What follows belongs to an exercise in optimizing a design on an open flow for small area; a production flow would make more cautious choices. RTL that was checked went through simulation tests only; none was proved equivalent to the original. The RTL of runs 1, 2 and 5 was laid out without a check of its function. Power and IR drop assume default switching activity.

==> flow/design.v <==
module RandomNumberGenerator(clk, rst, load, key_x, seed_r, seed_g, seed_b, Rout, Gout, Bout, Key_ready);
    input wire clk;
    input wire rst;
    input wire load;                  
    input wire [15:0] key_x;          
    input wire [15:0] seed_r;         
    input wire [15:0] seed_g;
    input wire [15:0] seed_b;
    output reg [7:0] Rout;
    output reg [7:0] Gout;
    output reg [7:0] Bout;
    output reg Key_ready;
    reg [15:0] Rlfsr;
    reg [15:0] Glfsr;
    reg [15:0] Blfsr;
    reg [1:0] g;
    reg h;
    reg [15:0] x;         
    reg [6:0] zc;         
    wire ph0 = ~g[1] & ~g[0];
    wire ph1 = ~g[1] &  g[0];
    wire ph2 =  g[1] &  g[0];
    wire ph3 =  g[1] & ~g[0];
    reg [15:0] acc;       
    wire [14:0] w = x[14:0] ^ {15{x[15]}};
    wire [3:0] d = ({4{ph0}} & w[3:0]) | ({4{ph1}} & w[7:4]) |
                   ({4{ph2}} & w[11:8]) | ({4{ph3}} & {1'b0, w[14:12]});
    wire [15:0] ain = ({16{ph0 & x[15]}} & {w, 1'b1}) | ({16{~ph0}} & acc);
    wire t0 = ~ain[0] | ~(w[0] & d[0]);
    wire [1:0] t1 = {1'b0, ~ain[1]} + {1'b0, ~(w[1] & d[0])} + {1'b0, ~(w[0] & d[1])};
    wire t2 = t0 | t1[0];
    wire [1:0] t3 = {1'b0, ~ain[2]} + {1'b0, ~(w[2] & d[0])} + {1'b0, ~(w[1] & d[1])};
    wire [1:0] t4 = {1'b0, ~(w[0] & d[2])} + {1'b0, t1[1]} + {1'b0, t3[0]};
    wire t5 = t2 | t4[0];
    wire t6 = ~(t2 ^ t4[0]);
    wire [1:0] t7 = {1'b0, ~ain[3]} + {1'b0, ~(w[3] & d[0])} + {1'b0, ~(w[2] & d[1])};
    wire [1:0] t8 = {1'b0, ~(w[1] & d[2])} + {1'b0, ~(w[0] & d[3])} + {1'b0, t3[1]};
    wire [1:0] t9 = {1'b0, t7[0]} + {1'b0, t4[1]} + {1'b0, t8[0]};
    wire t10 = t5 | t9[0];
    wire t11 = ~(t5 ^ t9[0]);
    wire [1:0] t12 = {1'b0, ~ain[4]} + {1'b0, ~(w[4] & d[0])} + {1'b0, ~(w[3] & d[1])};
    wire [1:0] t13 = {1'b0, ~(w[2] & d[2])} + {1'b0, ~(w[1] & d[3])} + {1'b0, t7[1]};
    wire [1:0] t14 = {1'b0, t12[0]} + {1'b0, t8[1]} + {1'b0, t13[0]};
    wire [1:0] t15 = {1'b0, t9[1]} + {1'b0, t14[0]} + {1'b0, t10};
    wire [1:0] t16 = {1'b0, ~ain[5]} + {1'b0, ~(w[5] & d[0])} + {1'b0, ~(w[4] & d[1])};
    wire [1:0] t17 = {1'b0, ~(w[3] & d[2])} + {1'b0, ~(w[2] & d[3])} + {1'b0, t12[1]};
    wire [1:0] t18 = {1'b0, t16[0]} + {1'b0, t13[1]} + {1'b0, t17[0]};
    wire [1:0] t19 = {1'b0, t14[1]} + {1'b0, t18[0]} + {1'b0, t15[1]};
    wire [1:0] t20 = {1'b0, ~ain[6]} + {1'b0, ~(w[6] & d[0])} + {1'b0, ~(w[5] & d[1])};
    wire [1:0] t21 = {1'b0, ~(w[4] & d[2])} + {1'b0, ~(w[3] & d[3])} + {1'b0, t16[1]};
    wire [1:0] t22 = {1'b0, t20[0]} + {1'b0, t17[1]} + {1'b0, t21[0]};
    wire [1:0] t23 = {1'b0, t18[1]} + {1'b0, t22[0]} + {1'b0, t19[1]};
    wire [1:0] t24 = {1'b0, ~ain[7]} + {1'b0, ~(w[7] & d[0])} + {1'b0, ~(w[6] & d[1])};
    wire [1:0] t25 = {1'b0, ~(w[5] & d[2])} + {1'b0, ~(w[4] & d[3])} + {1'b0, t20[1]};
    wire [1:0] t26 = {1'b0, t24[0]} + {1'b0, t21[1]} + {1'b0, t25[0]};
    wire [1:0] t27 = {1'b0, t22[1]} + {1'b0, t26[0]} + {1'b0, t23[1]};
    wire [1:0] t28 = {1'b0, ~ain[8]} + {1'b0, ~(w[8] & d[0])} + {1'b0, ~(w[7] & d[1])};
    wire [1:0] t29 = {1'b0, ~(w[6] & d[2])} + {1'b0, ~(w[5] & d[3])} + {1'b0, t24[1]};
    wire [1:0] t30 = {1'b0, t28[0]} + {1'b0, t25[1]} + {1'b0, t29[0]};
    wire [1:0] t31 = {1'b0, t26[1]} + {1'b0, t30[0]} + {1'b0, t27[1]};
    wire [1:0] t32 = {1'b0, ~ain[9]} + {1'b0, ~(w[9] & d[0])} + {1'b0, ~(w[8] & d[1])};
    wire [1:0] t33 = {1'b0, ~(w[7] & d[2])} + {1'b0, ~(w[6] & d[3])} + {1'b0, t28[1]};
    wire [1:0] t34 = {1'b0, t32[0]} + {1'b0, t29[1]} + {1'b0, t33[0]};
    wire [1:0] t35 = {1'b0, t30[1]} + {1'b0, t34[0]} + {1'b0, t31[1]};
    wire [1:0] t36 = {1'b0, ~ain[10]} + {1'b0, ~(w[10] & d[0])} + {1'b0, ~(w[9] & d[1])};
    wire [1:0] t37 = {1'b0, ~(w[8] & d[2])} + {1'b0, ~(w[7] & d[3])} + {1'b0, t32[1]};
    wire [1:0] t38 = {1'b0, t36[0]} + {1'b0, t33[1]} + {1'b0, t37[0]};
    wire [1:0] t39 = {1'b0, t34[1]} + {1'b0, t38[0]} + {1'b0, t35[1]};
    wire [1:0] t40 = {1'b0, ~ain[11]} + {1'b0, ~(w[11] & d[0])} + {1'b0, ~(w[10] & d[1])};
    wire [1:0] t41 = {1'b0, ~(w[9] & d[2])} + {1'b0, ~(w[8] & d[3])} + {1'b0, t36[1]};
    wire [1:0] t42 = {1'b0, t40[0]} + {1'b0, t37[1]} + {1'b0, t41[0]};
    wire [1:0] t43 = {1'b0, t38[1]} + {1'b0, t42[0]} + {1'b0, t39[1]};
    wire [1:0] t44 = {1'b0, ~ain[12]} + {1'b0, ~(w[12] & d[0])} + {1'b0, ~(w[11] & d[1])};
    wire [1:0] t45 = {1'b0, ~(w[10] & d[2])} + {1'b0, ~(w[9] & d[3])} + {1'b0, t40[1]};
    wire [1:0] t46 = {1'b0, t44[0]} + {1'b0, t41[1]} + {1'b0, t45[0]};
    wire [1:0] t47 = {1'b0, t42[1]} + {1'b0, t46[0]} + {1'b0, t43[1]};
    wire [1:0] t48 = {1'b0, ~ain[13]} + {1'b0, ~(w[13] & d[0])} + {1'b0, ~(w[12] & d[1])};
    wire [1:0] t49 = {1'b0, ~(w[11] & d[2])} + {1'b0, ~(w[10] & d[3])} + {1'b0, t44[1]};
    wire [1:0] t50 = {1'b0, t48[0]} + {1'b0, t45[1]} + {1'b0, t49[0]};
    wire [1:0] t51 = {1'b0, t46[1]} + {1'b0, t50[0]} + {1'b0, t47[1]};
    wire [1:0] t52 = {1'b0, ~ain[14]} + {1'b0, ~(w[14] & d[0])} + {1'b0, ~(w[13] & d[1])};
    wire [1:0] t53 = {1'b0, ~(w[12] & d[2])} + {1'b0, ~(w[11] & d[3])} + {1'b0, t48[1]};
    wire [1:0] t54 = {1'b0, t52[0]} + {1'b0, t49[1]} + {1'b0, t53[0]};
    wire [1:0] t55 = {1'b0, t50[1]} + {1'b0, t54[0]} + {1'b0, t51[1]};
    wire [1:0] t56 = {1'b0, ~ain[15]} + {1'b0, ~(w[14] & d[1])} + {1'b0, ~(w[13] & d[2])};
    wire [1:0] t57 = {1'b0, ~(w[12] & d[3])} + {1'b0, t52[1]} + {1'b0, t56[0]};
    wire [1:0] t58 = {1'b0, t53[1]} + {1'b0, t57[0]} + {1'b0, t54[1]};
    wire t59 = t58[0] | t55[1];
    wire t60 = ~(t58[0] ^ t55[1]);
    wire [1:0] t61 = {1'b0, ~(w[14] & d[2])} + {1'b0, ~(w[13] & d[3])} + {1'b0, t56[1]};
    wire [1:0] t62 = {1'b0, t57[1]} + {1'b0, t61[0]} + {1'b0, t58[1]};
    wire t63 = t62[0] | t59;
    wire t64 = ~(t62[0] ^ t59);
    wire [1:0] t65 = {1'b0, ~(w[14] & d[3])} + {1'b0, t61[1]} + {1'b0, t62[1]};
    wire t66 = t65[0] | t63;
    wire t67 = ~(t65[0] ^ t63);
    wire t68 = t65[1] | t66;
    wire t69 = ~(t65[1] ^ t66);
    wire [19:2] T;
    assign T[2] = ~t6;
    assign T[3] = ~t11;
    assign T[4] = ~t15[0];
    assign T[5] = ~t19[0];
    assign T[6] = ~t23[0];
    assign T[7] = ~t27[0];
    assign T[8] = ~t31[0];
    assign T[9] = ~t35[0];
    assign T[10] = ~t39[0];
    assign T[11] = ~t43[0];
    assign T[12] = ~t47[0];
    assign T[13] = ~t51[0];
    assign T[14] = ~t55[0];
    assign T[15] = ~t60;
    assign T[16] = ~t64;
    assign T[17] = ~t67;
    assign T[18] = ~t69;
    assign T[19] = ~t68;
    reg zbit;
    always @(*) begin
        case (zc)
            7'd50: zbit = 1'b1;
            7'd51: zbit = 1'b1;
            7'd52: zbit = 1'b1;
            7'd53: zbit = 1'b1;
            7'd54: zbit = 1'b1;
            7'd55: zbit = 1'b1;
            7'd56: zbit = 1'b1;
            7'd59: zbit = 1'b1;
            7'd60: zbit = 1'b1;
            7'd61: zbit = 1'b1;
            7'd66: zbit = 1'b1;
            7'd68: zbit = 1'b1;
            7'd69: zbit = 1'b1;
            7'd71: zbit = 1'b1;
            7'd72: zbit = 1'b1;
            7'd74: zbit = 1'b1;
            7'd79: zbit = 1'b1;
            7'd80: zbit = 1'b1;
            7'd82: zbit = 1'b1;
            7'd87: zbit = 1'b1;
            7'd92: zbit = 1'b1;
            7'd93: zbit = 1'b1;
            7'd94: zbit = 1'b1;
            7'd98: zbit = 1'b1;
            7'd100: zbit = 1'b1;
            7'd102: zbit = 1'b1;
            7'd105: zbit = 1'b1;
            7'd106: zbit = 1'b1;
            7'd107: zbit = 1'b1;
            7'd109: zbit = 1'b1;
            7'd110: zbit = 1'b1;
            7'd111: zbit = 1'b1;
            7'd112: zbit = 1'b1;
            7'd113: zbit = 1'b1;
            7'd115: zbit = 1'b1;
            7'd119: zbit = 1'b1;
            7'd126: zbit = 1'b1;
            7'd127: zbit = 1'b1;
            default: zbit = 1'b0;
        endcase
    end
    wire [15:0] x_new = {T[17], ~T[16:2]};
    wire c = (ph3 & T[17]) | (~ph3 & zbit);
    always @(posedge clk)
        acc <= T[19:4];
    wire nl = ~load;
    wire [15:0] Rl_d = ({16{load}} & seed_r) |
        ({16{nl}} & {Rlfsr[14:0], Rlfsr[15] ^ Rlfsr[13] ^ Rlfsr[12] ^ Rlfsr[10]});
    wire [15:0] Gl_d = ({16{load}} & seed_g) |
        ({16{nl}} & {Glfsr[14:0], Glfsr[15] ^ Glfsr[13] ^ Glfsr[12] ^ Glfsr[10]});
    wire [15:0] Bl_d = ({16{load}} & seed_b) |
        ({16{nl}} & {Blfsr[14:0], Blfsr[15] ^ Blfsr[13] ^ Blfsr[12] ^ Blfsr[10]});
    wire [7:0] Ro_d = {8{nl}} & {Rout[6:0], Rlfsr[15] ^ c};
    wire [7:0] Go_d = {8{nl}} & {Gout[6:0], Glfsr[15] ^ c};
    wire [7:0] Bo_d = {8{nl}} & {Bout[6:0], Blfsr[15] ^ c};
    wire sel_n = nl & ph3;
    wire sel_h = nl & ~ph3;
    wire [15:0] x_d = ({16{load}} & key_x) | ({16{sel_n}} & x_new) | ({16{sel_h}} & x);
    wire [6:0] zc_inc = (zc == 7'd127) ? 7'd49 : zc + 7'd1;
    wire [6:0] zc_d = ({7{load}} & 7'd48) | ({7{nl & ph0}} & zc_inc) | ({7{nl & ~ph0}} & zc);
    wire [1:0] g_d = {2{nl}} & {g[0], ~g[1]};
    wire h_d = nl & (h ^ ph3);
    wire kr_d = nl & h & ph3;
    always @(posedge clk or posedge rst) begin
        if (rst) begin
            Rlfsr <= 16'h0001;
            Glfsr <= 16'h0002;
            Blfsr <= 16'h0003;
            x <= 16'h7EF0;
            zc <= 7'd48;
            Rout <= 8'b0;
            Gout <= 8'b0;
            Bout <= 8'b0;
            Key_ready <= 1'b0;
            g <= 2'b00;
            h <= 1'b0;
        end else begin
            Rlfsr <= Rl_d;
            Glfsr <= Gl_d;
            Blfsr <= Bl_d;
            x <= x_d;
            zc <= zc_d;
            Rout <= Ro_d;
            Gout <= Go_d;
            Bout <= Bo_d;
            Key_ready <= kr_d;
            g <= g_d;
            h <= h_d;
        end
    end
endmodule
==> flow/flow/run.sh <==
#!/bin/bash
# Standard layout (standard.sh) with changes that keep the registers and what
# is measured:
#  * Yosys's ABC step maps the combinational logic for area
#    (&get -n; &st; &dch; &nf -a; &put) instead of ORFS's speed script;
#    everything else in synthesis is ORFS's own script, unchanged;
#  * after synthesis, flow/netopt.py swaps some cells for smaller cells of the
#    same function (half adders with an unused output, 2:1 muxes as a22o);
#  * the port buffers are the smallest buffer, buf_1;
#  * the clock tree uses clkbuf_4 without dummy loads.
set -euo pipefail
here=$(pwd)
rm -rf "$here/scripts_mod"
cp -r "$FLOW_HOME/scripts" "$here/scripts_mod"
printf '%s\n' '&get -n' '&st' '&dch' '&nf -a' '&put' > "$here/scripts_mod/abc_speed.script"
export SCRIPTS_DIR="$here/scripts_mod"
export BUFFER_PORTS_ARGS="-buffer_cell sky130_fd_sc_hd__buf_1"
export CTS_ARGS="-sink_clustering_enable -repair_clock_nets -dont_use_dummy_load -buf_list sky130_fd_sc_hd__clkbuf_4 -root_buf sky130_fd_sc_hd__clkbuf_4"
res="$here/orfs/results/$FLOW_PLATFORM/RandomNumberGenerator/base"
bash standard.sh synth > standard_synth.log 2>&1
python3 "$here/flow/netopt.py" "$res/1_2_yosys.v" > netopt.log 2>&1
rm -f "$res/1_synth.odb" "$res/1_synth.sdc"
bash standard.sh > standard.log 2>&1
==> flow/flow/netopt.py <==
#!/usr/bin/env python3
"""Area clean-up of the Yosys netlist (in place), keeping every register and
the function: each rewrite replaces cells by cells of the same function.

  * ha_1 whose SUM is unused -> and2_1; whose COUT is unused -> xor2_1;
  * mux2_N / mux2i_N -> a22o_1 / a22oi_1 fed by the select and its
    complement (an existing inverter's input when the select is an inverter's
    output, otherwise one shared inv_1 per select net).

usage: netopt.py netlist.v
"""
import re, sys, collections

path = sys.argv[1]
text = open(path).read()
P = "sky130_fd_sc_hd__"
OUTPINS = {"X", "Y", "Q", "Q_N", "SUM", "COUT"}

m = re.search(r"\bmodule\s+(\w+)\s*\((.*?)\);", text, re.S)
body_start = m.end()
end = text.rindex("endmodule")
body = text[body_start:end]

inst_re = re.compile(r"(\s*)(" + P + r"\w+)\s+(\S+)\s*\((.*?)\);", re.S)
pin_re = re.compile(r"\.(\w+)\(\s*(.*?)\s*\)\s*(?:,|$)", re.S)

items = []          # list of [kind, payload]; kind 'text' or 'inst'
pos = 0
for im in inst_re.finditer(body):
    items.append(["text", body[pos:im.start()]])
    pins = collections.OrderedDict((p, n.strip()) for p, n in pin_re.findall(im.group(4)))
    items.append(["inst", {"type": im.group(2), "name": im.group(3), "pins": pins}])
    pos = im.end()
items.append(["text", body[pos:]])
insts = [it[1] for it in items if it[0] == "inst"]

# uses of each net: instance inputs, plus output ports and assigns
uses = collections.Counter()
drv = {}
for c in insts:
    for p, n in c["pins"].items():
        if p in OUTPINS:
            drv[n] = c
        else:
            uses[n] += 1
ports_out = set()
for om in re.finditer(r"^\s*output\s+(\[[^\]]*\]\s*)?(\w+)\s*;", text, re.M):
    ports_out.add(om.group(2))
def used(n):
    if n == "":
        return False
    base = re.sub(r"\s*\[.*$", "", n).lstrip("\\").strip()
    return uses[n] > 0 or base in ports_out or re.search(r"\bassign\b[^;]*" + re.escape(n), text) is not None

stats = collections.Counter()
new_wires = []
inv_of = {}          # select net -> its complement net

def comp(net):
    """a net carrying ~net: an inverter's input if net is an inverter's
    output, else a new shared inverter."""
    if net in inv_of:
        return inv_of[net]
    d = drv.get(net)
    if d is not None and re.match(P + r"(clk)?inv_\d+$", d["type"]):
        inv_of[net] = d["pins"]["A"]
        return inv_of[net]
    w = "_netopt_n%d_" % len(new_wires)
    new_wires.append(w)
    insts_new.append({"type": P + "inv_1", "name": "_netopt_i%d_" % len(new_wires),
                      "pins": collections.OrderedDict([("A", net), ("Y", w)])})
    inv_of[net] = w
    stats["inv_added"] += 1
    return w

selcount = collections.Counter(c["pins"]["S"] for c in insts
                               if re.match(P + r"mux2i?_\d+$", c["type"]))
insts_new = []
for c in insts:
    t = c["type"]; pn = c["pins"]
    if t == P + "ha_1":
        su, co = used(pn["SUM"]), used(pn["COUT"])
        if not su and co:
            c["type"] = P + "and2_1"
            c["pins"] = collections.OrderedDict([("A", pn["A"]), ("B", pn["B"]), ("X", pn["COUT"])])
            stats["ha->and2"] += 1
        elif su and not co:
            c["type"] = P + "xor2_1"
            c["pins"] = collections.OrderedDict([("A", pn["A"]), ("B", pn["B"]), ("X", pn["SUM"])])
            stats["ha->xor2"] += 1
    elif re.match(P + r"mux2i?_\d+$", t):
        s = pn["S"]
        d = drv.get(s)
        has_inv = d is not None and re.match(P + r"(clk)?inv_\d+$", d["type"])
        if selcount[s] < 2 and not has_inv and s not in inv_of:
            continue
        sb = comp(s)
        inverting = "mux2i" in t
        out = pn["Y"] if inverting else pn["X"]
        c["type"] = P + ("a22oi_1" if inverting else "a22o_1")
        c["pins"] = collections.OrderedDict([("A1", s), ("A2", pn["A1"]), ("B1", sb),
                                             ("B2", pn["A0"]), ("Y" if inverting else "X", out)])
        stats["mux2i->a22oi" if inverting else "mux2->a22o"] += 1

def fmt(c):
    pins = ",\n".join("    .%s(%s%s)" % (p, n, " " if n.startswith("\\") else "")
                      for p, n in c["pins"].items())
    return "  %s %s (\n%s\n  );" % (c["type"], c["name"], pins)

out = [text[:body_start]]
out.append("\n" + "".join("  wire %s;\n" % w for w in new_wires))
for kind, x in items:
    if kind == "text":
        out.append(x)
    else:
        out.append("\n" + fmt(x))
for c in insts_new:
    out.append("\n" + fmt(c) + "\n")
out.append(text[end:])
open(path, "w").write("".join(out))
sys.stderr.write("netopt: %s\n" % dict(stats))
==> flow/standard.sh <==
#!/bin/bash
# synth_recipe.tcl (not shown) runs the flow's synth.tcl, then flattens the netlist and writes it again
# the make line also repeats each setting of config.mk as NAME=value (left out here)
make -C /OpenROAD-flow-scripts/flow DESIGN_CONFIG=/design/flow/config.mk WORK_HOME=/design/flow/orfs CLKGATE_MAP_FILE= SYNTH_SCRIPT=/design/flow/synth_recipe.tcl "${@:-finish}"
==> flow/config.mk <==
export PLATFORM = sky130hd
export DESIGN_NAME = RandomNumberGenerator
export DESIGN_NICKNAME = RandomNumberGenerator
export VERILOG_FILES = /design/flow/design.v
export SDC_FILE = /design/flow/constraint.sdc
export NUM_CORES = 4
export LEC_CHECK = 0
export CAP_MARGIN = 20
export CORE_MARGIN = 2
export CORE_UTILIZATION = 40
export SLEW_MARGIN = 20
==> flow/constraint.sdc <==
create_clock -name core_clock -period 10.0 [get_ports {clk}]
set_input_delay 2.0000 -clock core_clock [delete_from_list [all_inputs] [get_ports {clk}]]
set_output_delay 2.0000 -clock core_clock [all_outputs]
set_load 0.01 [all_outputs]
==> flow_summary.toml, run 1 <==
[worst_setup_path]
cp_top_family = "adder cells"
setup.worst_path.class = "reg2reg"
path_max_fanout = 17
endpoint_kind = "flip-flop"
worst_path_most_repeated_cell = "fa_1"
max_stage_delay_ps = 780
critPathRequiredTime_ps = 10390
cp-start-kind = "flip-flop"
rrSetupSlack_ps = 620
arrival_ps = 9760
cp_slowest_cell = "dfrtp_2"
path_buf_inv = 2

[clock_network]
h-tree-depth = 4
cts_hold_buf = 0
cts_root_buf = "clkbuf_4"
post_cts_buffers = 0
cts-buffers-inserted = 17
cts.repair.resized = 0
clock_latency_ps = 520
cts.clk_slew.worst_paths_ps = 100
cts_tree = "built"
cts_buffer_depth = 2
cts.sinks = 115

[run_status]
outcome = "finished clean"

[power_and_ir_drop]
leakagePower_uw = 0.002917
pwr_density_cell_mw_per_mm2 = 378.5
p_total_uw = 2560
ir_worst_vdd_mv = 0.1812

[sta]
setup_viol = 0
clock.fmax_mhz = 106.6
clock_skew_ps = 37.48
worstMarginPinSlew_ps = 883.7
slew_headroom_pct = 40.82
setup_tns_ps = 0
holdWs_ps = 439.7
rsz0062_at_grt = "no"
min_period_ps = 9378
fin_crit_sh_pct = 93.78
drv_slew = 0
hold_viol = 0

[finish]
area.growth.synth_to_final_pct = 14.46
final_core_util_pct = 46.71
final_common_cell = "buf_1"
mostFrequentLayoutCells = "buf_1, dfrtp_1, nor2_1"
fin_area_mm2 = 0.006763
nets = 748
drive_above_1_share_pct = 9.106
n_fill_cell = 1370

[floorplan]
initial_core_util_pct = 40.81
io_pins = 92
die_area_mm2 = 0.01576
num_rows = 44
coreArea_mm2 = 0.01448
dieWidth_um = 125.5
die_y_um = 125.5

[global_routing]
grt_start_max_net_pins = 80
grt_pass1_wl_um = 21860
overflow = 0
grt_pass1_vias = 4425
antenna_found_initial = 1
grt_use_total_pct = 17.50

[placement]
place_area_mm2 = 0.006571
place_congestion = 0.8615
dp_hpwl_um = 8932
io_buffer_count = 91

[synth]
yosys_warnings = 1
syn-cell-area_mm2 = 0.005908
synth_fp_nets = 627
netlist_instances = 496
syn_area_per_cell_um2 = 11.91

[worst_hold_path]
hold_path.class = "reg2reg"

[detailed_routing]
drt_iter0_drc = 229
drtAntennaViolNets = 0
vias = 4171
drt-total-wl_um = 12700
viasPerCell = 5.214
drt-wirelength-per-cell_um = 15.87
drc = 0
firstDrtPassIters = 6

[job]
cap_violations = 0
[layout make-up]
| class | count | area [µm²] | area share, % |
|---|---|---|---|
| Timing Repair Buffer | 102 | 427.9 | 6.327 |
| Tap cell | 184 | 230.2 | 3.404 |
| Sequential cell | 115 | 2819 | 41.68 |
| Inverter | 19 | 73.82 | 1.092 |
| Antenna cell | 1 | 2.502 | 0.03700 |
| Multi-Input combinational cell | 362 | 3082 | 45.57 |
| Clock buffer | 17 | 127.6 | 1.887 |
[worst register-to-register path, delay by kind of cell, from the launching register on]
kind / cells / cell delay (ps)
buffers and inverters: 2 / 150
AOI/OAI and AO/OA: 2 / 470
DFF: 1 / 780
and+or+nand+nor: 4 / 420
xor gates and xnor gates: 2 / 400
adders and majority gates: 18 / 7040
[worst paths after layout]
check                                         from  cells after the start                  to
max in group asynchronous                      rst                      3     x[15]$_DFF_PP0_
worst max register to register     x[15]$_DFF_PP0_                     28   Rout[0]$_DFF_PP0_
min in group asynchronous                      rst                      2   Gout[3]$_DFF_PP0_
worst min register to register  Blfsr[5]$_DFF_PP0_                      1  Blfsr[6]$_DFF_PP0_
worst max-delay path               x[15]$_DFF_PP0_                     28   Rout[0]$_DFF_PP0_
worst min-delay path            Blfsr[5]$_DFF_PP0_                      1  Blfsr[6]$_DFF_PP0_
[sequential cells by signal (all words and copies together), names as in the netlist]
| register | cells |
|---|---|
| Bout | 8 |
| acc | 16 |
| Gout | 8 |
| zc | 7 |
| Blfsr | 16 |
| Key_ready | 1 |
| Rlfsr | 16 |
| h | 1 |
| Rout | 8 |
| Glfsr | 16 |
| g | 2 |
| x | 16 |
[stage by stage]
stage	setup WS (ps)	cells
after CTS	280.1	799
final	622.3	800
after global routing	40.73	800
after detailed placement	247.7	782
after floorplan	547.9	496
after global placement	498.1	782
[per-layer routing]
metal  up-vias  track usage (%)  share of wire, %
met1      2079            23.82                46
met2       126            26.49                46
met3        17            5.349               6.5
li1       1949                -                 -
met5         -                0                 0
met4         0            6.667               1.7
[power by group]
group / internal [µW] / total [µW] / switching, µW
logic: 749 / 1650 / 896
registers: 615 / 691 / 76.0
clock network: 77.4 / 224 / 146
total: 1440 / 2560 / 1120
==> run 2: changes to the inputs <==
--- a/flow/flow/run.sh
+++ b/flow/flow/run.sh
@@ -15,4 +15,5 @@
 printf '%s\n' '&get -n' '&st' '&dch' '&nf -a' '&put' > "$here/scripts_mod/abc_speed.script"
 export SCRIPTS_DIR="$here/scripts_mod"
+export DONT_USE_CELLS="sky130_fd_sc_hd__buf_4 sky130_fd_sc_hd__buf_6 sky130_fd_sc_hd__buf_8 sky130_fd_sc_hd__buf_12 sky130_fd_sc_hd__buf_16 sky130_fd_sc_hd__bufbuf_8 sky130_fd_sc_hd__bufbuf_16 sky130_fd_sc_hd__clkbuf_8 sky130_fd_sc_hd__clkbuf_16"
 export BUFFER_PORTS_ARGS="-buffer_cell sky130_fd_sc_hd__buf_1"
 export CTS_ARGS="-sink_clustering_enable -repair_clock_nets -dont_use_dummy_load -buf_list sky130_fd_sc_hd__clkbuf_4 -root_buf sky130_fd_sc_hd__clkbuf_4"
==> run 2 against run 1 <==
  * Critical path type unchanged
  * Global-route usage unchanged
  * Clock skew unchanged
  * Critical path depth stayed put
  * First-iteration DRC count unchanged
  * Die area stayed put
  * Cell area unchanged
  * Flip-flop and latch count unchanged
  * Register-to-register slack about the same
==> flow_summary.toml, run 2 <==
[run_status]
outcome = "finished clean"

[finish]
mostFrequentLayoutCells = "buf_1, dfrtp_1, nor2_1"
nets = 748
drive_above_1_share_pct = 9.106
final_core_util_pct = 46.71
final_cells = 800
area.growth.synth_to_final_pct = 14.46
final_common_cell = "buf_1"

[clock_network]
cts.clk_slew.worst_paths_ps = 100
cts.sinks = 115
h-tree-depth = 4
post_cts_buffers = 0
cts_root_buf = "clkbuf_4"
cts_buffer_depth = 2
cts-buffers-inserted = 17
cts_tree = "built"
cts_hold_buf = 0
clock_latency_ps = 520
cts.repair.resized = 0

[detailed_routing]
drc = 0
met3_length_um = 829
viasPerCell = 5.214
firstDrtPassIters = 6
drt-wirelength-per-cell_um = 15.87
drt-met1-wl_um = 5778
vias = 4171
wl_met2_um = 5869
drtAntennaViolNets = 0
drt-total-wl_um = 12700
routed.top_layer = "met4"
drt_iter0_drc = 229

[power_and_ir_drop]
leakagePower_uw = 0.002917
p_total_uw = 2560
ir_worst_vdd_mv = 0.1812
pwr_density_cell_mw_per_mm2 = 378.5

[floorplan]
num_rows = 44
die_y_um = 125.5
die_area_mm2 = 0.01576
dieWidth_um = 125.5
coreArea_mm2 = 0.01448
io_pins = 92
initial_core_util_pct = 40.81

[sta]
min_period_ps = 9378
setup_tns_ps = 0
worstMarginPinSlew_ps = 883.7
slew_headroom_pct = 40.82
drv_slew = 0
hold_viol = 0
rsz0062_at_grt = "no"
setup_viol = 0
fin_crit_sh_pct = 93.78
clock_skew_ps = 37.48
clock.fmax_mhz = 106.6

[worst_setup_path]
cp_slowest_cell = "dfrtp_2"
path_buf_inv = 2
endpoint_kind = "flip-flop"
worstRegToRegCells = 28
setup.worst_path.class = "reg2reg"
critPathLaunch = "x[15]$_DFF_PP0_"
worst_path_most_repeated_cell = "fa_1"
r2r-start = "x[15]$_DFF_PP0_"
path_max_fanout = 17
cp-start-kind = "flip-flop"
rrSetupSlack_ps = 620
crit_path_end = "Rout[0]$_DFF_PP0_"
cp_top_family = "adder cells"
worstReg2RegEnd = "Rout[0]$_DFF_PP0_"
crit_cells = 28
arrival_ps = 9760
max_stage_delay_ps = 780
critPathRequiredTime_ps = 10390

[worst_hold_path]
hold_path.class = "reg2reg"
holdPathStages = 1

[global_routing]
overflow = 0
grt_use_total_pct = 17.50
antenna_found_initial = 1
grt_pass1_wl_um = 21860
grt_start_max_net_pins = 80
grt_pass1_vias = 4425

[placement]
dp_cells = 782
place_congestion = 0.8615
io_buffer_count = 91
dp_hpwl_um = 8932

[synth]
syn_area_per_cell_um2 = 11.91
yosys_warnings = 1
syn-cell-area_mm2 = 0.005908
netlist_instances = 496
synth_fp_nets = 627

[job]
cap_violations = 0
run 2: how the worst min path moves through the flow:
stage	from	to	slack [ps]
final	Blfsr[5]$_DFF_PP0_	Blfsr[6]$_DFF_PP0_	440
after global routing	Blfsr[5]$_DFF_PP0_	Blfsr[6]$_DFF_PP0_	450
after CTS	Blfsr[5]$_DFF_PP0_	Blfsr[6]$_DFF_PP0_	440
after detailed placement	Rlfsr[8]$_DFF_PP0_	Rlfsr[9]$_DFF_PP0_	450
after global placement	Blfsr[11]$_DFF_PP0_	Blfsr[12]$_DFF_PP0_	450
after floorplan	Blfsr[9]$_DFF_PP0_	Blfsr[10]$_DFF_PP0_	440
run 2: power breakdown:
group	internal [µW]	switching, µW
clock network	77.4	146
logic	749	896
registers	615	76.0
total	1440	1120
run 2: cell type report:
type | count | area (µm²)
clock buffers | 17 | 127.6
flip-flops and latches | 115 | 2819
diodes | 1 | 2.502
inverters | 19 | 73.82
fillers | 1370 | 7716
multi-input cells | 362 | 3082
well taps | 184 | 230.2
repair buffers | 102 | 427.9
run 2: metal layers:
layer	track usage [%]	vias to the layer above
met1	23.82	2079
met2	26.49	126
met4	6.667	0
met3	5.349	17
li1	-	1949
met5	0	-
run 2: metrics by stage:
| stage | instance area (µm²) | worst slack (ps) | hold WS (ps) |
|---|---|---|---|
| 2_1_floorplan | 5908 | 547.9 | 442.4 |
| 3_3_place_gp | 6571 | 498.1 | 450.0 |
| 4_1_cts | 6699 | 280.1 | 444.7 |
| 3_5_place_dp | 6571 | 247.7 | 447.3 |
| 5_1_grt | 6763 | 40.73 | 452.8 |
| 6_report | 6763 | 622.3 | 439.7 |
==> run 3: changes to the inputs <==
--- a/flow/design.v
+++ b/flow/design.v
@@ -116,48 +116,18 @@
     assign T[18] = ~t69;
     assign T[19] = ~t68;
-    reg zbit;
-    always @(*) begin
-        case (zc)
-            7'd50: zbit = 1'b1;
-            7'd51: zbit = 1'b1;
-            7'd52: zbit = 1'b1;
-            7'd53: zbit = 1'b1;
-            7'd54: zbit = 1'b1;
-            7'd55: zbit = 1'b1;
-            7'd56: zbit = 1'b1;
-            7'd59: zbit = 1'b1;
-            7'd60: zbit = 1'b1;
-            7'd61: zbit = 1'b1;
-            7'd66: zbit = 1'b1;
-            7'd68: zbit = 1'b1;
-            7'd69: zbit = 1'b1;
-            7'd71: zbit = 1'b1;
-            7'd72: zbit = 1'b1;
-            7'd74: zbit = 1'b1;
-            7'd79: zbit = 1'b1;
-            7'd80: zbit = 1'b1;
-            7'd82: zbit = 1'b1;
-            7'd87: zbit = 1'b1;
-            7'd92: zbit = 1'b1;
-            7'd93: zbit = 1'b1;
-            7'd94: zbit = 1'b1;
-            7'd98: zbit = 1'b1;
-            7'd100: zbit = 1'b1;
-            7'd102: zbit = 1'b1;
-            7'd105: zbit = 1'b1;
-            7'd106: zbit = 1'b1;
-            7'd107: zbit = 1'b1;
-            7'd109: zbit = 1'b1;
-            7'd110: zbit = 1'b1;
-            7'd111: zbit = 1'b1;
-            7'd112: zbit = 1'b1;
-            7'd113: zbit = 1'b1;
-            7'd115: zbit = 1'b1;
-            7'd119: zbit = 1'b1;
-            7'd126: zbit = 1'b1;
-            7'd127: zbit = 1'b1;
-            default: zbit = 1'b0;
-        endcase
-    end
+    wire zbit =
+        (zc[6] & ~zc[4] & zc[3] & ~zc[1]) |
+        (~zc[6] & zc[5] & ~zc[4] & ~zc[3]) |
+        (zc[5] & zc[4] & zc[2] & ~zc[1]) |
+        (zc[6] & zc[5] & ~zc[2] & ~zc[1]) |
+        (zc[4] & ~zc[3] & ~zc[2] & zc[0]) |
+        (~zc[5] & ~zc[4] & ~zc[3] & ~zc[2] & ~zc[0]) |
+        (zc[4] & zc[3] & zc[2] & zc[1] & zc[0]) |
+        (~zc[6] & zc[5] & zc[3] & ~zc[2] & zc[1]) |
+        (zc[6] & ~zc[5] & zc[3] & zc[1] & ~zc[0]) |
+        (zc[6] & zc[5] & ~zc[3] & zc[2] & ~zc[0]) |
+        (~zc[6] & zc[5] & ~zc[3] & zc[0]) |
+        (~zc[6] & ~zc[4] & zc[3] & ~zc[2] & zc[0]) |
+        (~zc[6] & ~zc[5] & ~zc[3] & ~zc[2] & zc[1] & ~zc[0]);
     wire [15:0] x_new = {T[17], ~T[16:2]};
     wire c = (ph3 & T[17]) | (~ph3 & zbit);
@@ -177,6 +147,6 @@
     wire sel_h = nl & ~ph3;
     wire [15:0] x_d = ({16{load}} & key_x) | ({16{sel_n}} & x_new) | ({16{sel_h}} & x);
-    wire [6:0] zc_inc = (zc == 7'd127) ? 7'd49 : zc + 7'd1;
-    wire [6:0] zc_d = ({7{load}} & 7'd48) | ({7{nl & ph0}} & zc_inc) | ({7{nl & ~ph0}} & zc);
+    wire [6:0] zc_step = {zc[5:0], zc[6] ^ zc[5]} ^ ({7{zc == 7'd66}} & 7'd65);
+    wire [6:0] zc_d = ({7{load}} & 7'd98) | ({7{nl & ph0}} & zc_step) | ({7{nl & ~ph0}} & zc);
     wire [1:0] g_d = {2{nl}} & {g[0], ~g[1]};
     wire h_d = nl & (h ^ ph3);
@@ -188,5 +158,5 @@
             Blfsr <= 16'h0003;
             x <= 16'h7EF0;
-            zc <= 7'd48;
+            zc <= 7'd98;
             Rout <= 8'b0;
             Gout <= 8'b0;
--- a/flow/flow/run.sh
+++ b/flow/flow/run.sh
@@ -15,7 +15,6 @@
 printf '%s\n' '&get -n' '&st' '&dch' '&nf -a' '&put' > "$here/scripts_mod/abc_speed.script"
 export SCRIPTS_DIR="$here/scripts_mod"
-export DONT_USE_CELLS="sky130_fd_sc_hd__buf_4 sky130_fd_sc_hd__buf_6 sky130_fd_sc_hd__buf_8 sky130_fd_sc_hd__buf_12 sky130_fd_sc_hd__buf_16 sky130_fd_sc_hd__bufbuf_8 sky130_fd_sc_hd__bufbuf_16 sky130_fd_sc_hd__clkbuf_8 sky130_fd_sc_hd__clkbuf_16"
 export BUFFER_PORTS_ARGS="-buffer_cell sky130_fd_sc_hd__buf_1"
-export CTS_ARGS="-sink_clustering_enable -repair_clock_nets -dont_use_dummy_load -buf_list sky130_fd_sc_hd__clkbuf_4 -root_buf sky130_fd_sc_hd__clkbuf_4"
+export CTS_ARGS="-sink_clustering_enable -repair_clock_nets -dont_use_dummy_load -sink_clustering_size 50 -sink_clustering_max_diameter 500 -sink_clustering_levels 1 -buf_list sky130_fd_sc_hd__clkbuf_4 -root_buf sky130_fd_sc_hd__clkbuf_8 -distance_between_buffers 500"
 res="$here/orfs/results/$FLOW_PLATFORM/RandomNumberGenerator/base"
 bash standard.sh synth > standard_synth.log 2>&1
==> run 3 against run 2 <==
  * Final cell count is 1.3% lower
  * Sequential share of layout area is 0.059 points lower
  * Maximum frequency is 1.1% lower
  * Utilization is 0.26 points higher
  * Routed wire length is 3.0% higher
  * Via count is 0.55% lower
  * Area after synthesis is 1.0% lower
  * Critical path depth is 1 lower
  * First-iteration DRC count is 21% higher
  * Total power is 7.0% higher
  * Count of clock-buffer cells in the layout stayed put
  * Non-clock buffer count stayed put
==> flow_summary.toml, run 3 <==
[detailed_routing]
drt-wirelength-per-cell_um = 16.55
drc = 0
drt_iter0_drc = 276
vias = 4148
drt-total-wl_um = 13070
viasPerCell = 5.251
firstDrtPassIters = 4
drtAntennaViolNets = 0

[clock_network]
post_cts_buffers = 0
clock_latency_ps = 440
cts-buffers-inserted = 17
cts_hold_buf = 0
cts_root_buf = "clkbuf_8"
h-tree-depth = 4
cts_buffer_depth = 2
cts_tree = "built"
cts.sinks = 115
cts.clk_slew.worst_paths_ps = 80

[run_status]
outcome = "finished clean"

[sta]
slew_headroom_pct = 31.44
worstMarginPinSlew_ps = 1028
rsz0062_at_grt = "no"
min_period_ps = 9478
fin_crit_sh_pct = 94.78
setup_viol = 0
clock_skew_ps = 19.70
hold_viol = 0
holdWs_ps = 469.4
drv_slew = 0
setup_tns_ps = 0
clock.fmax_mhz = 105.5

[worst_setup_path]
max_stage_delay_ps = 730
endpoint_kind = "flip-flop"
critPathRequiredTime_ps = 10290
cp_slowest_cell = "dfrtp_2"
worst_path_most_repeated_cell = "fa_1"
setup.worst_path.class = "reg2reg"
path_max_fanout = 17
cp-start-kind = "flip-flop"
arrival_ps = 9760

[global_routing]
grt_start_max_net_pins = 100
grt_use_total_pct = 18.17
grt_pass1_vias = 4469
grt_pass1_wl_um = 22200
antenna_found_initial = 1
overflow = 0

[synth]
syn_area_per_cell_um2 = 12.03
yosys_warnings = 1
syn-cell-area_mm2 = 0.005847
netlist_instances = 486
synth_fp_nets = 616

[floorplan]
coreArea_mm2 = 0.01442
die_y_um = 124.9
die_area_mm2 = 0.01560
num_rows = 44
io_pins = 92
dieWidth_um = 124.9
initial_core_util_pct = 40.54

[power_and_ir_drop]
leakagePower_uw = 0.002925
pwr_density_cell_mw_per_mm2 = 404.4
p_total_uw = 2740
ir_worst_vdd_mv = 0.2987

[finish]
mostFrequentLayoutCells = "buf_1, dfrtp_1, nor2_1"
final_common_cell = "buf_1"
nets = 737
n_fill_cell = 1351
final_core_util_pct = 46.97
multi_input_area_mm2 = 0.002994
drive_above_1_share_pct = 8.595
area.growth.synth_to_final_pct = 15.88
seqCellArea_mm2 = 0.002820

[placement]
dp_hpwl_um = 9221
place_congestion = 0.8720
io_buffer_count = 91

[job]
cap_violations = 0

[worst_hold_path]
hold_path.class = "reg2reg"
run 3: changes by cell type in the layout (fill, tap and decap cells not counted), moves of 3 or more:
cell      delta
nand2_1      -6
clkbuf_8    +17
xor2_1       +3
xnor2_2      -4
a21oi_1      -3
clkbuf_4    -18
a31oi_1      -3
o21ai_0      +6
nor2b_1      +4
run 3: final cells by class:
cell class | count | area share [%]
repair buffers | 102 | 6.316
diodes | 1 | 0.03693
multi-input cells | 354 | 44.19
clock buffers | 17 | 3.453
flip-flops and latches | 115 | 41.63
well taps | 184 | 3.398
inverters | 17 | 0.9788
run 3: worst max-delay path, delay by kind of cell (launching register included):
family / cells / cell delay (ps)
AOI/OAI and AO/OA: 2 / 570
xor gates and xnor gates: 2 / 460
adders and majority gates: 18 / 6910
buffers and inverters: 2 / 250
DFF: 1 / 730
and+or+nand+nor: 3 / 400
run 3: layer usage:
| metal | up-vias | global-route usage, % | wire, µm |
|---|---|---|---|
| met3 | 25 | 5.369 | 738 |
| met1 | 2102 | 22.98 | 5779 |
| li1 | 1917 | - | - |
| met5 | - | 0 | 0 |
| met4 | 0 | 8.497 | 282 |
| met2 | 104 | 28.93 | 6274 |
run 3: report_power, final:
group | switching, µW | leakage (µW) | total [µW] | internal, µW
clock network | 157 | 0.000122 | 306 | 148
logic | 968 | 0.00145 | 1740 | 771
registers | 74.4 | 0.00135 | 696 | 622
total | 1200 | 0.00292 | 2740 | 1540
run 3: repair_timing:
action	in CTS	in global routing
setup endpoints to repair	0	3
gates resized for setup	0	5
endpoints found under the hold margin	0	0
run 3: worst paths after layout:
| kind | start | endpoint | slack [ps] | cells past startpoint |
|---|---|---|---|---|
| worst max-delay path | x[15]$_DFF_PP0_ | Gout[0]$_DFF_PP0_ | 520 | 27 |
| worst min-delay path | Blfsr[7]$_DFF_PP0_ | Blfsr[8]$_DFF_PP0_ | 470 | 1 |
| worst max register to register | x[15]$_DFF_PP0_ | Gout[0]$_DFF_PP0_ | 520 | 27 |
| worst min register to register | Blfsr[7]$_DFF_PP0_ | Blfsr[8]$_DFF_PP0_ | 470 | 1 |
| max in group asynchronous | rst | x[15]$_DFF_PP0_ | 7240 | 3 |
| min in group asynchronous | rst | Blfsr[9]$_DFF_PP0_ | 1620 | 2 |
run 3: per-stage QoR:
stage                     worst slack (ps)  std cells  instance area [µm²]
final                                522.5        790                 6775
after global routing                 68.23        789                 6773
after CTS                            205.1        789                 6741
after detailed placement             238.3        772                 6507
after global placement               469.7        772                 6507
after floorplan                      599.8        486                 5847
==> run 4: changes to the inputs <==
--- a/flow/flow/run.sh
+++ b/flow/flow/run.sh
@@ -16,5 +16,5 @@
 export SCRIPTS_DIR="$here/scripts_mod"
 export BUFFER_PORTS_ARGS="-buffer_cell sky130_fd_sc_hd__buf_1"
-export CTS_ARGS="-sink_clustering_enable -repair_clock_nets -dont_use_dummy_load -sink_clustering_size 50 -sink_clustering_max_diameter 500 -sink_clustering_levels 1 -buf_list sky130_fd_sc_hd__clkbuf_4 -root_buf sky130_fd_sc_hd__clkbuf_8 -distance_between_buffers 500"
+export CTS_ARGS="-sink_clustering_enable -repair_clock_nets -dont_use_dummy_load -buf_list sky130_fd_sc_hd__clkbuf_4 -root_buf sky130_fd_sc_hd__clkbuf_4"
 res="$here/orfs/results/$FLOW_PLATFORM/RandomNumberGenerator/base"
 bash standard.sh synth > standard_synth.log 2>&1
==> run 4 against run 3 <==
  * Maximum frequency is essentially flat
  * Still clean on timing, DRC and antenna
  * Hold slack gained 8.6 ps
  * Non-clock buffer count is the same
  * Worst setup slack lost 1.4 ps
  * Total power shrank 3.3%
  * Final cell count is the same
  * Via count shrank 0.96%
  * Register-to-register slack is essentially flat
==> flow_summary.toml, run 4 <==
[finish]
final_common_cell = "buf_1"
drive_above_1_share_pct = 8.595
mostFrequentLayoutCells = "buf_1, dfrtp_1, nor2_1"
nets = 737
area.growth.synth_to_final_pct = 14.06
n_fill_cell = 1372

[worst_setup_path]
max_stage_delay_ps = 740
endpoint_kind = "flip-flop"
arrival_ps = 9830
cp-start-kind = "flip-flop"
worstRegToRegCells = 27
critPathRequiredTime_ps = 10350
setup.worst_path.class = "reg2reg"
path_max_fanout = 17
cp_slowest_cell = "dfrtp_2"
worst_path_most_repeated_cell = "fa_1"

[sta]
worstMarginPinSlew_ps = 1017
drv_slew = 0
min_period_ps = 9479
slew_headroom_pct = 32.18
clock.fmax_mhz = 105.5
rsz0062_at_grt = "no"
setup_tns_ps = 0
fin_ws_ps = 521.1
clock_skew_ps = 31.33
hold_viol = 0
fin_crit_sh_pct = 94.79
setup_viol = 0

[floorplan]
io_pins = 92
die_area_mm2 = 0.01560
coreArea_mm2 = 0.01442
die_y_um = 124.9
initial_core_util_pct = 40.54
num_rows = 44
dieWidth_um = 124.9

[synth]
yosys_warnings = 1
syn_area_per_cell_um2 = 12.03
synth_fp_nets = 616
syn-cell-area_mm2 = 0.005847
netlist_instances = 486

[worst_hold_path]
hold_path.class = "reg2reg"
holdPathStages = 1

[detailed_routing]
drtAntennaViolNets = 0
drt-wirelength-per-cell_um = 16.46
firstDrtPassIters = 6
drc = 0
vias = 4108
viasPerCell = 5.200
drt_iter0_drc = 256
drt-total-wl_um = 13000

[job]
cap_violations = 0

[placement]
dp_hpwl_um = 9221
dp_slack_ps = 238.3
place_congestion = 0.8720
io_buffer_count = 91

[clock_network]
cts_tree = "built"
cts.clk_slew.worst_paths_ps = 90
cts_root_buf = "clkbuf_4"
cts_buffer_depth = 2
cts-buffers-inserted = 17
h-tree-depth = 4
clock_latency_ps = 490
cts_hold_buf = 0
cts.sinks = 115

[global_routing]
grt_start_max_net_pins = 100
grt_pass1_vias = 4435
overflow = 0
antenna_found_initial = 1
grt_pass1_wl_um = 22200
grt_use_total_pct = 18.02

[run_status]
outcome = "finished clean"

[power_and_ir_drop]
ir_worst_vdd_mv = 0.2721
leakagePower_uw = 0.002881
pwr_density_cell_mw_per_mm2 = 397.4
-- run 4: final timing paths --
kind	start	slack, ps	endpoint
max	x[15]$_DFF_PP0_	520	Gout[0]$_DFF_PP0_
min	Glfsr[9]$_DFF_PP0_	480	Glfsr[10]$_DFF_PP0_
max reg2reg	x[15]$_DFF_PP0_	520	Gout[0]$_DFF_PP0_
min reg2reg	Glfsr[9]$_DFF_PP0_	480	Glfsr[10]$_DFF_PP0_
max in group asynchronous	rst	7300	x[15]$_DFF_PP0_
min in group asynchronous	rst	1540	Blfsr[9]$_DFF_PP0_
-- run 4: critical path: cells and delay by family (launching register included) --
family | cells | cell delay [ps]
and+or+nand+nor | 3 | 400
buffers and inverters | 2 | 250
AOI/OAI and AO/OA | 2 | 570
DFF | 1 | 740
adders and majority gates | 18 | 6910
xor gates and xnor gates | 2 | 460
-- run 4: layout make-up --
class	instances	area, µm²	share of cell area [%]
well taps	184	230.2	3.452
multi-input cells	354	2994	44.90
diodes	1	2.502	0.03752
repair buffers	102	427.9	6.417
flip-flops and latches	115	2820	42.29
inverters	17	66.31	0.9944
clock buffers	17	127.6	1.914
-- run 4: repair_timing --
action | in CTS | in global routing
resized for setup | 0 | 5
endpoints found under the setup margin | 0 | 3
buffers inserted | 0 | 0
-- run 4: through the flow --
stage | util (%) | instances | instance area [µm²] | hold WS (ps) | power, µW
global placement | 45.12 | 772 | 6507 | 448.8 | 2418
finish | 46.24 | 790 | 6669 | 478.0 | 2650
floorplan | - | 486 | 5847 | 442.4 | 1931
CTS | 46.00 | 789 | 6635 | 483.0 | 2704
detailed placement | 45.12 | 772 | 6507 | 453.4 | 2475
global route | 46.22 | 789 | 6666 | 500.7 | 2985
-- run 4: power breakdown --
part / total (µW) / internal [µW] / switching [µW]
Clock: 219 / 77.5 / 141
Combinational: 1740 / 771 / 966
Sequential: 694 / 620 / 74.0
-- run 4: routing by layer --
metal	GRT usage (%)	share of wire (%)	wire length, µm
met5	0	0	0
met1	23.06	44	5740
met2	28.99	49	6365
met4	6.928	1.1	147
met3	5.498	5.8	751
==> run 5: changes to the inputs <==
--- a/flow/design.v
+++ b/flow/design.v
@@ -10,5 +10,5 @@
     output reg [7:0] Gout;
     output reg [7:0] Bout;
-    output reg Key_ready;
+    output wire Key_ready;
     reg [15:0] Rlfsr;
     reg [15:0] Glfsr;
@@ -151,5 +151,5 @@
     wire [1:0] g_d = {2{nl}} & {g[0], ~g[1]};
     wire h_d = nl & (h ^ ph3);
-    wire kr_d = nl & h & ph3;
+    assign Key_ready = ph0 & ~h & (zc != 7'd98);
     always @(posedge clk or posedge rst) begin
         if (rst) begin
@@ -162,5 +162,4 @@
             Gout <= 8'b0;
             Bout <= 8'b0;
-            Key_ready <= 1'b0;
             g <= 2'b00;
             h <= 1'b0;
@@ -174,5 +173,4 @@
             Gout <= Go_d;
             Bout <= Bo_d;
-            Key_ready <= kr_d;
             g <= g_d;
             h <= h_d;
==> run 5 against run 4 <==
  * Via count grew 0.12%
  * Cell area grew 0.15%
  * Final cell count shrank 0.89%
  * Combinational power is essentially flat
  * Hold slack lost 21 ps
  * Maximum frequency grew 0.53%
  * Sequential power is essentially flat
  * Synthesized cell count shrank 1.2%
  * Non-clock buffer count shrank 1
  * Register-to-register slack gained 50 ps
  * Utilization grew 0.25 points
  * Sequential share of layout area shrank 0.44 points
  * Critical path type unchanged
==> flow_summary.toml, run 5 <==
[power_and_ir_drop]
clkPwrFrac_pct = 8.5
power_frac_comb_pct = 65.2
leakagePower_uw = 0.002875
ir_worst_vdd_mv = 0.2559
seq_power_share_pct = 26.3
pwr_density_cell_mw_per_mm2 = 394.7
p_switching_uw = 1171
swShare_pct = 44.41
intPower_uw = 1466

[placement]
dp_cells = 765
io_buffer_count = 91
place_congestion = 0.8652
dp_hpwl_um = 9073
place_area_mm2 = 0.006485

[sta]
slew_headroom_pct = 45.01
setup_tns_ps = 0
rsz0062_at_grt = "no"
setup_viol = 0
fin_crit_sh_pct = 94.29
holdWs_ps = 456.8
hold_viol = 0
min_period_ps = 9429
clock_skew_ps = 30.18
worstMarginPinSlew_ps = 824.9
drv_slew = 0
clock.fmax_mhz = 106.1

[run_status]
outcome = "finished clean"

[clock_network]
cts.clk_slew.worst_paths_ps = 100
h-tree-depth = 4
cts-buffers-inserted = 17
cts_hold_buf = 0
cts.repair.resized = 0
cts_buffer_depth = 2
cts_tree = "built"
cts_root_buf = "clkbuf_4"
clock_latency_ps = 520
cts.sinks = 114
post_cts_buffers = 0

[worst_setup_path]
endpoint_kind = "flip-flop"
rrSetupSlack_ps = 570
worstRegToRegCells = 27
path_max_fanout = 17
setup.worst_path.class = "reg2reg"
worstReg2RegEnd = "Rout[0]$_DFF_PP0_"
arrival_ps = 9790
critPathRequiredTime_ps = 10370
r2r-start = "x[15]$_DFF_PP0_"
cp-start-kind = "flip-flop"

[worst_hold_path]
worstHoldEndpoint = "Blfsr[8]$_DFF_PP0_"
hold_path.class = "reg2reg"
holdPathStages = 1
hold_start = "Blfsr[7]$_DFF_PP0_"

[floorplan]
initial_core_util_pct = 40.59
num_rows = 44
die_area_mm2 = 0.01556
coreArea_mm2 = 0.01437
dieWidth_um = 124.7
die_y_um = 124.7
io_pins = 92

[global_routing]
overflow = 0
grt_pass1_vias = 4376
grt_use_total_pct = 17.67
grt_pass1_wl_um = 21850
grt_start_max_net_pins = 87
antenna_found_initial = 1

[synth]
synth_fp_nets = 610
syn-cell-area_mm2 = 0.005832
netlist_instances = 480
yosys_warnings = 1
syn_area_per_cell_um2 = 12.15

[finish]
drive_above_1_share_pct = 9.197
final_core_util_pct = 46.48
nets = 730
final_common_cell = "buf_1"
area.growth.synth_to_final_pct = 14.52
final_cells = 783
mostFrequentLayoutCells = "buf_1, dfrtp_1, nor2_1"
fin_area_mm2 = 0.006679

[job]
cap_violations = 0

[detailed_routing]
vias = 4113
drc = 0
viasPerCell = 5.253
drt-wirelength-per-cell_um = 16.45
drt_iter0_drc = 216
drtAntennaViolNets = 0
firstDrtPassIters = 5
drt-total-wl_um = 12880
==> run 5: critical path, cell delays in order, from the launching register on <==
cell	delay [ps]
dfrtp_2	760
xnor2_2	230
o22ai_1	150
nor2_1	270
nor2_1	110
fa_1	430
fa_1	560
clkinv_1	80
fa_1	510
clkinv_1	60
ha_1	190
fa_1	420
fa_1	440
fa_1	430
fa_1	430
fa_1	430
fa_1	420
fa_1	420
fa_1	430
fa_1	440
fa_1	440
fa_1	400
ha_1	190
ha_1	190
ha_1	330
o22ai_2	280
xor2_1	170
nor2_1	50
==> run 5: layer usage <==
metal / part of all wire, % / vias to the layer above / track usage (%)
li1: - / 1911 / -
met1: 45 / 2057 / 23.74
met2: 48 / 124 / 27.13
met3: 5.6 / 21 / 4.897
met4: 1.7 / 0 / 7.336
met5: 0 / - / 0
==> run 5: area by class of cell <==
cell class	count	area, µm²
Antenna cell	1	2.502
Clock buffer	17	127.6
Fill cell	1349	7690
Inverter	14	55.05
Multi-Input combinational cell	352	3044
Sequential cell	114	2795
Tap cell	184	230.2
Timing Repair Buffer	101	424.2
==> run 5: worst max-delay path by stage <==
stage / to / cells after the start / slack [ps] / start
detailed placement: Rout[0]$_DFF_PP0_ / 27 / 190 / x[15]$_DFF_PP0_
floorplan: Bout[0]$_DFF_PP0_ / 27 / 500 / g[1]$_DFF_PP0_
CTS: Rout[0]$_DFF_PP0_ / 27 / 160 / x[15]$_DFF_PP0_
global placement: Bout[0]$_DFF_PP0_ / 27 / 480 / x[15]$_DFF_PP0_
finish: Rout[0]$_DFF_PP0_ / 27 / 570 / x[15]$_DFF_PP0_
global route: Rout[0]$_DFF_PP0_ / 27 / 10 / x[15]$_DFF_PP0_
==> run 5: power by group through the flow <==
stage	clock, µW	sequential [µW]	combinational, µW
final	225	693	1720
after global routing	255	704	2010
after CTS	235	686	1760
after detailed placement	0	693	1740
after global placement	0	693	1670
after floorplan	0	670	1260
==> run 5: through the flow <==
stage | setup WS (ps) | power [µW]
2_1_floorplan | 504.6 | 1930
3_3_place_gp | 475.3 | 2363
3_5_place_dp | 189.9 | 2433
4_1_cts | 161.4 | 2678
5_1_grt | 11.37 | 2970
6_report | 570.7 | 2636

==> re-timing with driven ports <==
The flow's constraints put no driver on any port. The routed layouts listed below were extracted and timed again, unchanged, in two steps.
Step 1: set_driving_cell puts a clkbuf_16 on clk and a buf_2 on each other input, an assumption about the parent block.
Step 2, shift: input delay + t, output delay - t, t = (earliest + latest rising clock arrival at the registers) / 2. This alone moves slack from input paths to output paths.
Slacks: ideal ports / drivers / drivers and shift; pairs: ideal ports / drivers.
run | shift t [ns] | slack for setup (ns) | worst slew at a driven data input, ns | pins driven straight from the clock port
run 1 | 0.545 | 0.622 / 0.622 / 0.622 | 0.05 | 1
run 2 | 0.545 | 0.622 / 0.622 / 0.622 | 0.05 | 1
run 3 | 0.474 | 0.522 / 0.522 / 0.522 | 0.07 | 1
run 4 | 0.526 | 0.521 / 0.521 / 0.521 | 0.06 | 1
run 5 | 0.552 | 0.571 / 0.571 / 0.571 | 0.05 | 1
After both steps every run listed still meets setup and hold.
